Background: an optimization exercise with open tools, aiming at small area. Do not read the settings as production practice. Only simulation tests tie the RTL to the original design; equivalence was not proved. No activity file was given, so power comes from the tool's default toggle rates.

**flow/design.v**
```verilog
module keypad_scanner #(
    parameter CLK_FREQ = 27_000_000,
    parameter SCAN_FREQ = 1900 
)(
    input  logic clk_27mhz,
    input  logic reset_n,
    output logic [3:0] keypad_cols,
    input  logic [3:0] keypad_rows,
    output logic key_pressed,      
    output logic [7:0] key_code_raw 
);
    localparam SCAN_RATE_DIV = CLK_FREQ / (SCAN_FREQ * 4); 
    logic [$clog2(SCAN_RATE_DIV)-1:0] scan_counter;
    logic [1:0] col_reg;
    typedef enum logic { SCANNING, PRESSED } state_t;
    state_t state;
    logic [3:0] latched_cols;
    logic [3:0] latched_rows;
    wire any_row_low = ~(&keypad_rows);  
    always_comb begin
        case (col_reg)
            2'b00:   keypad_cols = 4'b1110;  
            2'b01:   keypad_cols = 4'b1101;  
            2'b10:   keypad_cols = 4'b1011;  
            default: keypad_cols = 4'b0111;  
        endcase
    end
    always_ff @(posedge clk_27mhz or negedge reset_n) begin
        if (!reset_n) begin
            scan_counter <= '0;
            col_reg <= '0;
            state <= SCANNING;
            latched_cols <= 4'b1111;
            latched_rows <= 4'b1111;
        end else begin
            case (state)
                SCANNING: begin
                    if (scan_counter == SCAN_RATE_DIV - 1) begin
                        scan_counter <= '0;
                        col_reg <= col_reg + 1;
                    end else begin
                        scan_counter <= scan_counter + 1;
                    end
                    if (any_row_low) begin
                        state <= PRESSED;
                        latched_cols <= keypad_cols;  
                        latched_rows <= keypad_rows; 
                    end
                end
                PRESSED: begin
                    if (!any_row_low) begin 
                        state <= SCANNING;  
                        latched_cols <= 4'b1111;  
                        latched_rows <= 4'b1111;
                    end
                end
            endcase
        end
    end
    assign key_pressed = (state == PRESSED);
    assign key_code_raw = {latched_cols, latched_rows};
endmodule
module debouncer #(
    parameter CLK_FREQ = 27_000_000,
    parameter DEBOUNCE_TIME_MS = 20
)(
    input  logic clk,
    input  logic reset_n,
    input  logic noisy_in,
    output logic clean_level,
    output logic tick_out
);
    localparam COUNTER_MAX = (CLK_FREQ / 1000) * DEBOUNCE_TIME_MS;
    localparam N = $clog2(COUNTER_MAX);
    typedef enum logic [1:0] { ZERO, WAIT1, ONE, WAIT0 } state_t;
    state_t state_reg, state_next;
    logic [N-1:0] q_reg, q_next;
    wire q_is_zero;
    always_ff @(posedge clk or negedge reset_n) begin
        if (!reset_n) begin
            state_reg <= ZERO; q_reg <= '0;
        end else begin
            state_reg <= state_next; q_reg <= q_next;
        end
    end
    assign q_next = (state_reg == ZERO || state_reg == ONE) ? COUNTER_MAX - 1 :
                    (q_is_zero) ? '0 : q_reg - 1;
    assign q_is_zero = (q_reg == 0);
    always_comb begin
        state_next = state_reg;
        tick_out = 1'b0;
        clean_level = (state_reg == ONE || state_reg == WAIT0);
        case (state_reg)
            ZERO:  if (noisy_in) state_next = WAIT1;
            WAIT1: if (!noisy_in) state_next = ZERO;
                   else if (q_is_zero) begin state_next = ONE; tick_out = 1'b1; end
            ONE:   if (!noisy_in) state_next = WAIT0;
            WAIT0: if (noisy_in) state_next = ONE;
                   else if (q_is_zero) begin state_next = ZERO; tick_out = 1'b1; end
            default: state_next = ZERO;
        endcase
    end
endmodule
module key_deco(
    input  logic clk_27mhz,
    input  logic reset_n,
    input  logic key_valid,
    input  logic [7:0] key_code_raw,
    output logic key_is_digit,
    output logic [3:0] digit_value
);
    logic [7:0] key_code_stable;
    always_ff @(posedge clk_27mhz or negedge reset_n) begin
        if (!reset_n)
            key_code_stable <= '0;
        else if (key_valid)
            key_code_stable <= key_code_raw;
    end
    always_comb begin
        key_is_digit = 0; 
        digit_value = 4'hF;
        if (key_valid) begin
            case (key_code_stable)
                8'b1110_1110: begin key_is_digit = 1; digit_value = 4'h1; end
                8'b1110_1101: begin key_is_digit = 1; digit_value = 4'h4; end
                8'b1110_1011: begin key_is_digit = 1; digit_value = 4'h7; end
                8'b1110_0111: begin key_is_digit = 1; digit_value = 4'hE; end
                8'b1101_1110: begin key_is_digit = 1; digit_value = 4'h2; end
                8'b1101_1101: begin key_is_digit = 1; digit_value = 4'h5; end
                8'b1101_1011: begin key_is_digit = 1; digit_value = 4'h8; end
                8'b1101_0111: begin key_is_digit = 1; digit_value = 4'h0; end
                8'b1011_1110: begin key_is_digit = 1; digit_value = 4'h3; end
                8'b1011_1101: begin key_is_digit = 1; digit_value = 4'h6; end
                8'b1011_1011: begin key_is_digit = 1; digit_value = 4'h9; end
                8'b1011_0111: begin key_is_digit = 1; digit_value = 4'hF; end
                8'b0111_1110: begin key_is_digit = 1; digit_value = 4'hA; end
                8'b0111_1101: begin key_is_digit = 1; digit_value = 4'hB; end
                8'b0111_1011: begin key_is_digit = 1; digit_value = 4'hC; end
                8'b0111_0111: begin key_is_digit = 1; digit_value = 4'hD; end
                default: begin
                    key_is_digit = 0;
                    digit_value = 4'hF;
                end
            endcase
        end
    end
endmodule
module button_controller(
    input  logic clk_27mhz,
    input  logic reset_n,
    input  logic btn_div,       
    input  logic btn_quot,      
    input  logic btn_rem,       
    input  logic btn_clear,     
    output logic op_div,        
    output logic op_quot,       
    output logic op_rem,        
    output logic op_clear       
);
    logic [2:0] btn_div_sync;
    logic [2:0] btn_quot_sync;
    logic [2:0] btn_rem_sync;
    logic [2:0] btn_clear_sync;
    logic btn_div_prev, btn_quot_prev, btn_rem_prev, btn_clear_prev;
    always_ff @(posedge clk_27mhz or negedge reset_n) begin
        if (!reset_n) begin
            btn_div_sync <= 3'b111;
            btn_quot_sync <= 3'b111;
            btn_rem_sync <= 3'b111;
            btn_clear_sync <= 3'b111;
            btn_div_prev <= 1'b1;
            btn_quot_prev <= 1'b1;
            btn_rem_prev <= 1'b1;
            btn_clear_prev <= 1'b1;
        end else begin
            btn_div_sync <= {btn_div_sync[1:0], btn_div};
            btn_quot_sync <= {btn_quot_sync[1:0], btn_quot};
            btn_rem_sync <= {btn_rem_sync[1:0], btn_rem};
            btn_clear_sync <= {btn_clear_sync[1:0], btn_clear};
            btn_div_prev <= btn_div_sync[2];
            btn_quot_prev <= btn_quot_sync[2];
            btn_rem_prev <= btn_rem_sync[2];
            btn_clear_prev <= btn_clear_sync[2];
        end
    end
    assign op_div = (btn_div_prev && !btn_div_sync[2]);
    assign op_quot = (btn_quot_prev && !btn_quot_sync[2]);
    assign op_rem = (btn_rem_prev && !btn_rem_sync[2]);
    assign op_clear = (btn_clear_prev && !btn_clear_sync[2]);
endmodule
module num_reg(
    input  logic clk,
    input  logic reset_n,
    input  logic clear,
    input  logic write_en,
    input  logic [3:0] digit_in,
    output logic [7:0] number_out
);
    logic [7:0] number_next;
    logic first_digit;  
    always_ff @(posedge clk or negedge reset_n) begin
        if (!reset_n) begin
            number_out <= '0;
            first_digit <= 1'b1;
        end else if (clear) begin
            number_out <= '0;
            first_digit <= 1'b1;
        end else if (write_en) begin
            number_out <= number_next;
            first_digit <= 1'b0;  
        end
    end
    always_comb begin
        if (first_digit) begin
            number_next = {4'b0, digit_in};
        end else begin
            number_next = (number_out << 4) | digit_in;
        end
    end
endmodule
module division_unit (
    input  logic        clk,
    input  logic        reset_n,
    input  logic        start,
    input  logic [7:0]  dividend,
    input  logic [7:0]  divisor,
    output logic [7:0]  quotient,
    output logic [7:0]  remainder,
    output logic        done,
    output logic        error  
);
    logic [15:0] shift_reg;  
    logic [3:0]  counter;  
    logic        busy;  
    logic [7:0]  divisor_reg;
    logic [8:0]  temp_diff;  
    logic        error_flag;
    always_ff @(posedge clk or negedge reset_n) begin
        if (!reset_n) begin
            shift_reg <= 0;
            counter <= 0;
            busy <= 0;
            error_flag <= 0;
            divisor_reg <= 0;
        end else begin
            if (start && !busy) begin
                error_flag <= 0;
                if (divisor == 0) begin
                    error_flag <= 1;
                    busy <= 0;  
                end else begin
                    shift_reg <= {8'b0, dividend};
                    divisor_reg <= divisor;
                    counter <= 8;
                    busy <= 1;
                end
            end else if (busy) begin
                if (counter > 0) begin
                    temp_diff = {shift_reg[14:8], shift_reg[7]} - {1'b0, divisor_reg};
                    if (!temp_diff[8]) begin  
                        shift_reg <= {temp_diff[7:0], shift_reg[6:0], 1'b1};
                    end else begin
                        shift_reg <= {shift_reg[14:0], 1'b0};
                    end
                    counter <= counter - 1;
                end else begin
                    busy <= 0;
                end
            end
        end
    end
    assign quotient = (error_flag) ? 8'hEE : shift_reg[7:0];  
    assign remainder = (error_flag) ? 8'hEE : shift_reg[15:8];  
    assign done = !busy; 
    assign error = error_flag;
endmodule
module fsm_controller(
    input  logic clk_27mhz,
    input  logic reset_n,
    input  logic key_is_digit,
    input  logic [3:0] digit_value,
    input  logic btn_div,
    input  logic btn_quot, 
    input  logic btn_rem,
    input  logic btn_clear,
    input  logic [7:0] quotient,
    input  logic [7:0] remainder,
    input  logic division_done,
    input  logic division_error,
    output logic num1_write_en,
    output logic num2_write_en,
    output logic num1_clear,
    output logic num2_clear,
    output logic start_division,
    output logic [15:0] display_data_out,
    output logic [2:0] current_state
);
    typedef enum logic [2:0] {
        IDLE,
        INPUT_NUM1,
        INPUT_NUM2,
        CALCULATING,
        SHOW_QUOTIENT,
        SHOW_REMAINDER,
        SHOW_ERROR   
    } state_t;
    state_t state_reg, state_next;
    logic [7:0] num1_reg, num2_reg;
    logic last_operation;  
    logic error_occurred;  
    always_ff @(posedge clk_27mhz or negedge reset_n) begin
        if (!reset_n) begin
            state_reg      <= IDLE;
            num1_reg       <= '0;
            num2_reg       <= '0;
            last_operation <= 0;
            error_occurred <= 0;
        end 
        else begin
            state_reg <= state_next;
            if (num1_clear)
                num1_reg <= '0;
            else if (num1_write_en)
                num1_reg <= (num1_reg << 4) | digit_value;
            if (num2_clear)
                num2_reg <= '0;
            else if (num2_write_en)
                num2_reg <= (num2_reg << 4) | digit_value;
            if (state_reg == INPUT_NUM2) begin
                if (btn_quot) last_operation <= 0;
                else if (btn_rem) last_operation <= 1;
            end
            if (division_done && division_error) begin
                error_occurred <= 1;
            end else if (btn_clear || btn_div) begin
                error_occurred <= 0;  
            end
        end
    end
    always_comb begin
        state_next     = state_reg;
        num1_write_en  = 1'b0;
        num2_write_en  = 1'b0;
        num1_clear     = 1'b0;
        num2_clear     = 1'b0;
        start_division = 1'b0;
        if (btn_clear) begin
            state_next = IDLE;
            num1_clear = 1'b1;
            num2_clear = 1'b1;
        end
        else begin
            case (state_reg)
                IDLE: begin
                    if (key_is_digit) begin
                        num1_clear    = 1'b1;
                        num1_write_en = 1'b1;
                        state_next    = INPUT_NUM1;
                    end
                end
                INPUT_NUM1: begin
                    if (key_is_digit)
                        num1_write_en = 1'b1;
                    else if (btn_div) begin
                        num2_clear = 1'b1;
                        state_next = INPUT_NUM2;
                    end
                end
                INPUT_NUM2: begin
                    if (key_is_digit) begin
                        num2_write_en = 1'b1;
                    end else if (btn_quot || btn_rem) begin
                        start_division = 1'b1;
                        state_next = CALCULATING;
                    end
                end
                CALCULATING: begin
                    if (division_done) begin
                        if (division_error) begin
                            state_next = SHOW_ERROR;
                        end else if (last_operation == 0) begin
                            state_next = SHOW_QUOTIENT;
                        end else begin
                            state_next = SHOW_REMAINDER;
                        end
                    end
                end
                SHOW_QUOTIENT: begin
                    if (btn_rem)
                        state_next = SHOW_REMAINDER;
                    else if (btn_div) begin
                        num1_clear = 1'b1;
                        num2_clear = 1'b1;
                        state_next = INPUT_NUM1;
                    end
                end
                SHOW_REMAINDER: begin
                    if (btn_quot)
                        state_next = SHOW_QUOTIENT;
                    else if (btn_div) begin
                        num1_clear = 1'b1;
                        num2_clear = 1'b1;
                        state_next = INPUT_NUM1;
                    end
                end
                SHOW_ERROR: begin
                    if (btn_clear) begin
                        state_next = IDLE;
                        num1_clear = 1'b1;
                        num2_clear = 1'b1;
                    end else if (btn_div) begin
                        num1_clear = 1'b1;
                        num2_clear = 1'b1;
                        state_next = INPUT_NUM1;
                    end
                end
                default: begin
                    state_next = IDLE;
                end
            endcase
        end
    end
    always_comb begin
        case (state_reg)
            IDLE:            display_data_out = 16'h0000;
            INPUT_NUM1:      display_data_out = {8'h00, num1_reg};
            INPUT_NUM2:      display_data_out = {8'h00, num2_reg};
            CALCULATING:     display_data_out = 16'hDDDD;
            SHOW_QUOTIENT:   display_data_out = {8'h00, quotient};
            SHOW_REMAINDER:  display_data_out = {8'h00, remainder};
            SHOW_ERROR:      display_data_out = 16'hEEEE;   
            default:         display_data_out = 16'h0000;
        endcase
    end
    assign current_state = state_reg;
endmodule
module display_refresh (
    input  logic clk,
    input  logic reset_n,
    input  logic [15:0] bcd_in,   
    output logic [7:0] segmentos_out,
    output logic [3:0] anodos_out
);
    localparam COUNTER_WIDTH = 14;
    logic [COUNTER_WIDTH-1:0] refresh_counter;
    always_ff @(posedge clk or negedge reset_n) begin
        if (!reset_n)
            refresh_counter <= '0;
        else
            refresh_counter <= refresh_counter + 1;
    end
    logic [3:0] bcd_digit;
    logic [1:0] digit_select;
    assign digit_select = refresh_counter[COUNTER_WIDTH-1:COUNTER_WIDTH-2];
    always_comb begin
        case (digit_select)
            2'b00:  bcd_digit = bcd_in[15:12];  
            2'b01:  bcd_digit = bcd_in[11:8];   
            2'b10:  bcd_digit = bcd_in[7:4];    
            default: bcd_digit = bcd_in[3:0];    
        endcase
    end
    always_comb begin
        case (bcd_digit)
            4'h0: segmentos_out[6:0] = 7'b0111111;  
            4'h1: segmentos_out[6:0] = 7'b0000110;  
            4'h2: segmentos_out[6:0] = 7'b1011011;  
            4'h3: segmentos_out[6:0] = 7'b1001111;  
            4'h4: segmentos_out[6:0] = 7'b1100110;  
            4'h5: segmentos_out[6:0] = 7'b1101101;  
            4'h6: segmentos_out[6:0] = 7'b1111101;  
            4'h7: segmentos_out[6:0] = 7'b0000111;  
            4'h8: segmentos_out[6:0] = 7'b1111111;  
            4'h9: segmentos_out[6:0] = 7'b1101111;  
            4'hA: segmentos_out[6:0] = 7'b1110111;  
            4'hB: segmentos_out[6:0] = 7'b1111100;  
            4'hC: segmentos_out[6:0] = 7'b0111001;  
            4'hD: segmentos_out[6:0] = 7'b1011110;  
            4'hE: segmentos_out[6:0] = 7'b1111001;  
            4'hF: segmentos_out[6:0] = 7'b1110001;  
            default: segmentos_out[6:0] = 7'b0000000;  
        endcase
        if (digit_select == 2'b01) 
            segmentos_out[7] = 1'b1; 
        else 
            segmentos_out[7] = 1'b0;
    end
    always_comb begin
        case (digit_select)
            2'b00:  anodos_out = 4'b0001;  
            2'b01:  anodos_out = 4'b0010;  
            2'b10:  anodos_out = 4'b0100;  
            default: anodos_out = 4'b1000;  
        endcase
    end
endmodule
module top (
    input  logic clk_27mhz,
    input  logic reset_n,
    output logic [3:0] keypad_cols,
    input  logic [3:0] keypad_rows,
    input  logic btn_div,       
    input  logic btn_quot,      
    input  logic btn_rem,       
    input  logic btn_clear,     
    output logic [7:0] segmentos_out,
    output logic [3:0] anodos_out
);
    logic key_pressed_noisy;
    logic [7:0] key_code_raw;
    logic key_valid_pulse;
    logic key_is_digit;
    logic [3:0] digit_value;
    logic op_div, op_quot, op_rem, op_clear;
    logic num1_write_en, num2_write_en;
    logic num1_clear, num2_clear;
    logic start_division;
    logic [2:0] current_state;
    logic [7:0] num1_reg, num2_reg;
    logic division_done, division_error;
    logic [7:0] quotient, remainder;
    logic [15:0] display_data;
    keypad_scanner u_scanner (
        .clk_27mhz(clk_27mhz),
        .reset_n(reset_n),
        .keypad_cols(keypad_cols),
        .keypad_rows(keypad_rows),
        .key_pressed(key_pressed_noisy),
        .key_code_raw(key_code_raw)
    );
    debouncer u_debouncer (
        .clk(clk_27mhz),
        .reset_n(reset_n),
        .noisy_in(key_pressed_noisy),
        .clean_level(),  
        .tick_out(key_valid_pulse)
    );
    key_deco u_decoder (
        .clk_27mhz(clk_27mhz),
        .reset_n(reset_n),
        .key_valid(key_valid_pulse),
        .key_code_raw(key_code_raw),
        .key_is_digit(key_is_digit),
        .digit_value(digit_value)
    );
    button_controller u_buttons (
        .clk_27mhz(clk_27mhz),
        .reset_n(reset_n),
        .btn_div(btn_div),
        .btn_quot(btn_quot),
        .btn_rem(btn_rem),
        .btn_clear(btn_clear),
        .op_div(op_div),
        .op_quot(op_quot),
        .op_rem(op_rem),
        .op_clear(op_clear)
    );
    num_reg u_reg1 (
        .clk(clk_27mhz),
        .reset_n(reset_n),
        .clear(num1_clear),
        .write_en(num1_write_en),
        .digit_in(digit_value),
        .number_out(num1_reg)
    );
    num_reg u_reg2 (
        .clk(clk_27mhz),
        .reset_n(reset_n),
        .clear(num2_clear),
        .write_en(num2_write_en),
        .digit_in(digit_value),
        .number_out(num2_reg)
    );
    division_unit u_div (
        .clk(clk_27mhz),
        .reset_n(reset_n),
        .start(start_division),
        .dividend(num1_reg),
        .divisor(num2_reg),
        .quotient(quotient),
        .remainder(remainder),
        .done(division_done),
        .error(division_error)
    );
    fsm_controller u_fsm (
        .clk_27mhz(clk_27mhz),
        .reset_n(reset_n),
        .key_is_digit(key_is_digit),
        .digit_value(digit_value),
        .btn_div(op_div),
        .btn_quot(op_quot),
        .btn_rem(op_rem),
        .btn_clear(op_clear),
        .quotient(quotient),
        .remainder(remainder),
        .division_done(division_done),
        .division_error(division_error),
        .num1_write_en(num1_write_en),
        .num2_write_en(num2_write_en),
        .num1_clear(num1_clear),
        .num2_clear(num2_clear),
        .start_division(start_division),
        .display_data_out(display_data),
        .current_state(current_state)
    );
    display_refresh u_display (
        .clk(clk_27mhz),
        .reset_n(reset_n),
        .bcd_in(display_data),
        .segmentos_out(segmentos_out),
        .anodos_out(anodos_out)
    );
endmodule
```
**flow/run.sh**
```bash
#!/bin/bash
# synth_recipe.tcl (not shown) runs the flow's synth.tcl, then flattens the netlist and writes it again
# the make line also repeats each setting of config.mk as NAME=value (left out here)
make -C /OpenROAD-flow-scripts/flow DESIGN_CONFIG=/design/flow/config.mk WORK_HOME=/design/flow/orfs CLKGATE_MAP_FILE= SYNTH_SCRIPT=/design/flow/synth_recipe.tcl finish
```
**flow/config.mk**
```make
export PLATFORM = sky130hd
export DESIGN_NAME = top
export DESIGN_NICKNAME = top
export VERILOG_FILES = /design/flow/design.v
export SDC_FILE = /design/flow/constraint.sdc
export NUM_CORES = 4
export LEC_CHECK = 0
export CAP_MARGIN = 20
export CORE_MARGIN = 2
export CORE_UTILIZATION = 40
export SLEW_MARGIN = 20
```
**flow/constraint.sdc**
```tcl
create_clock -name core_clock -period 10.0 [get_ports {clk_27mhz}]
set_input_delay 2.0000 -clock core_clock [delete_from_list [all_inputs] [get_ports {clk_27mhz}]]
set_output_delay 2.0000 -clock core_clock [all_outputs]
set_load 0.01 [all_outputs]
```
==> run summary <==
Routed WL per cell=14.76 um; hold endpoint=u_buttons.btn_div_sync[1]; Root Buffer Master=clkbuf_16; vias per cell=5.301; PortBufs=25; Power Density=171.3 nW/um2; Post-synth EDFFs=0; Ys Warns=8; setup bufs post-CTS=0; area delta synth->final=13.70%; via count=5820; chip width=143.5 um; ys async rst share=100.0%; Die ar.=20590 um2; Crit. End Element=primary output; Switch Pwr=403.6 uW; worst slew pin tran=983.3 ps; achievable clock frequency=161.1 MHz; first-pass GRT wire length=27900 um; FF-to-FF Start=u_debouncer.q_reg[12]; routed wire length=16200 um; CP dominant cell by count=inv_1; combinational share of power=10.5%; total track usage=17.02%; CP bufs+invs=3; TritonRoute pass-1 iters=5; VDD IR max=128.2 uV; Final TNS setup=0 ps; Worst Setup Path Type=flop to primary output; total CTS buffers=17; register area share after synthesis=46.39%; hold_ws=352.4 ps; Syn Std Cell Area=7784 um2; main area contributors after synthesis=dfrtp_1, dfstp_2, ha_1; Filler Cell Count=1875; core footprint=19270 um2; r2r endpoint=u_div.shift_reg[1]; Avg Inst Size Synth=9.574 um2; Lkg Pwr=0.003624 uW; layout cell share with drive strength beyond 1=11.76%; Max-Cap Viols=0; CTS Hold Bufs=0; initial core utilization=40.39%; Worst Reg-to-Reg Cells=8; # diodes=0; multi-input logic area=3830 um2; sequential standard cell area=3611 um2; required time of the critical path=8000 ps; Primary FF master, synth=dfrtp_1; CTS resizes=0; antenna-violating nets left=0; sw frac=26.62%; die height=143.5 um; crit path time final=6206 ps; Synth area leader=dfrtp_1; commonest non-fill, non-tap cell in the layout=dfrtp_1; htree depth=4; initial antenna violation count=0; status=timing/DRC/antenna clean; pin count of the biggest net entering global routing=75; gr ovfl total=0; clock share of power=44.9%; share of the synthesized area in the top cell type=37.61%; CTS tree=done; Yosys reg bits=143; nets=856; CP Cell Sequence=mux2i_1 -> o311ai_0 -> a21oi_1 -> nor3_1 -> inv_1 -> ha_1 -> mux4_2 -> inv_1 -> clkdlybuf4s50_1; Rows=51; io pins=26; skew final=6.682 ps; clk buf depth=2; vias in the first global route=5545; DP HPWL=10950 um; DR iter-0 viols=316; Crit-path slowest cell=dfrtp_1; Largest register FFs=20; biggest cell delay along the critical path=960 ps; Arr. time, crit path=4210 ps; most frequent cells in the layout=dfrtp_1, nor2_1, nand2_1, o21ai_0, inv_1; Reg power frac=44.7%; min-delay src=u_buttons.btn_div_sync[0]; crit start category=flop; Hold Crit Class=flop to flop; Clock Latency Late Sink=430 ps; Pint=1113 uW; Worst R2R Setup Slack=6660 ps; post-layout util=45.92%; design area=8850 um2; Cells after Synth=813; Mapped Nets=849; Hold Vio Cnt, Final=0; unrepaired setup endpoints after global routing=false; Worst Hold Path Cells=0; GP Congestion=0.8213; Clock Sinks=143; Synth cell types=75; Slew Limit Fails=0; fin crit share=62.06%; placed cell area=8207 um2; CP max FO=31; delay-heaviest family, CP=flip-flops; Setup-failing EPs final=0; Slew headroom=34.29%; Reg clk slew, reported paths=60 ps; DRC=0
## cell families (layout without fill, tap and decap cells)
kind of cell,Yosys count,count (layout),synth area share [%]
AO/OA/AOI/OAI,190,190,16.70
XOR/XNOR,50,50,5.626
adder cells (fa/ha/maj),26,26,4.276
buffers and inverters,84,104,4.597
flip-flops,143,143,46.39
multiplexers,22,22,3.135
AND/OR/NAND/NOR,298,298,19.27
## final cells by class
type                            count  share of cell area [%]
Clock buffer                       17                   4.807
Sequential cell                   143                   40.80
Multi-Input combinational cell    586                   43.28
Timing Repair Buffer               29                   3.181
Tap cell                          265                   3.747
Clock inverter                     15                   2.361
Inverter                           43                   1.824
## cell usage after synthesis, drive strengths merged (2+ instances only)
master,count
dfrtp,117
nor2,79
nand2,73
o21ai,59
inv,43
nand3,32
a21oi,30
clkbuf,30
xnor2,28
dfstp,26
ha,25
xor2,22
nor3,21
nand2b,20
a211oi,18
nor2b,17
a22o,12
mux2i,12
buf,11
o21a,11
nor4,10
a31oi,9
mux2,9
o22ai,8
or3,8
or4,7
o22a,6
and2,5
and3,5
or2,5
a22oi,4
o31ai,4
a31o,3
nand4b,3
nor4b,3
o2111ai,3
o21bai,3
o221ai,3
a311oi,2
and4b,2
nand4,2
nor3b,2
o32ai,2
## layer usage
metal  routed length, um  share of wire [%]  global-route usage [%]
met5                   0                  0                       0
met3                 662                4.1                   3.299
met2                7370                 45                   25.74
met1                7745                 48                   23.92
met4                 422                2.6                   7.121
## power by group through the flow
stage                     registers (uW)  logic (uW)  clock network (uW)
after floorplan                      651         141                   0
after global placement               686         158                   0
after detailed placement             687         159                   0
after CTS                            677         160                 695
after global routing                 686         182                 722
final                                677         159                 680
## how the worst max path moves through the flow
| stage | from | endpoint | slack, ps | depth (start not counted) |
|---|---|---|---|---|
| 2_1_floorplan | u_fsm.state_reg[0] | segmentos_out[3] | 5240 | 9 |
| 3_3_place_gp | u_fsm.state_reg[0] | segmentos_out[3] | 4350 | 9 |
| 3_5_place_dp | u_fsm.state_reg[0] | segmentos_out[3] | 4230 | 9 |
| 4_1_cts | u_fsm.state_reg[0] | segmentos_out[3] | 3780 | 9 |
| 5_1_grt | u_fsm.state_reg[0] | segmentos_out[3] | 3440 | 9 |
| 6_report | u_fsm.state_reg[0] | segmentos_out[3] | 3790 | 9 |
## stage by stage
step	std cells	total power, uW	setup WS [ps]
final	1098	1516	3794
after global routing	1098	1590	3444
after CTS	1098	1532	3778
after detailed placement	1066	846.0	4227
after global placement	1066	844.6	4348
after floorplan	813	792.0	5237

-- static timing again, ports no longer ideal --
No port has a modelled driver above. Below, the same layout with a new extraction and two added sets of constraints. Step 1 (the two cells are an assumption about what drives the block):
set clk [get_ports {clk_27mhz}]
set_driving_cell -lib_cell sky130_fd_sc_hd__clkbuf_16 $clk
set_driving_cell -lib_cell sky130_fd_sc_hd__buf_2 [delete_from_list [all_inputs] $clk]
Step 2 adds t to the input delays and takes it off the output delays; t is the mean of the earliest and latest rising clock arrival at the registers after step 1. Input paths then give back, and output paths get back, about the clock's delay inside the block. Slacks: ideal / step 1 / step 2; pairs: ideal / step 1.
t, ns: 0.463
setup WS [ns]: 3.794 / 3.754 / 4.217
slew at the worst register clock pin (ns): 0.07 / 0.07
After both steps this run still meets setup and hold. The setup slack of this run moves by -0.040 ns with the drivers and by +0.423 ns with both steps.
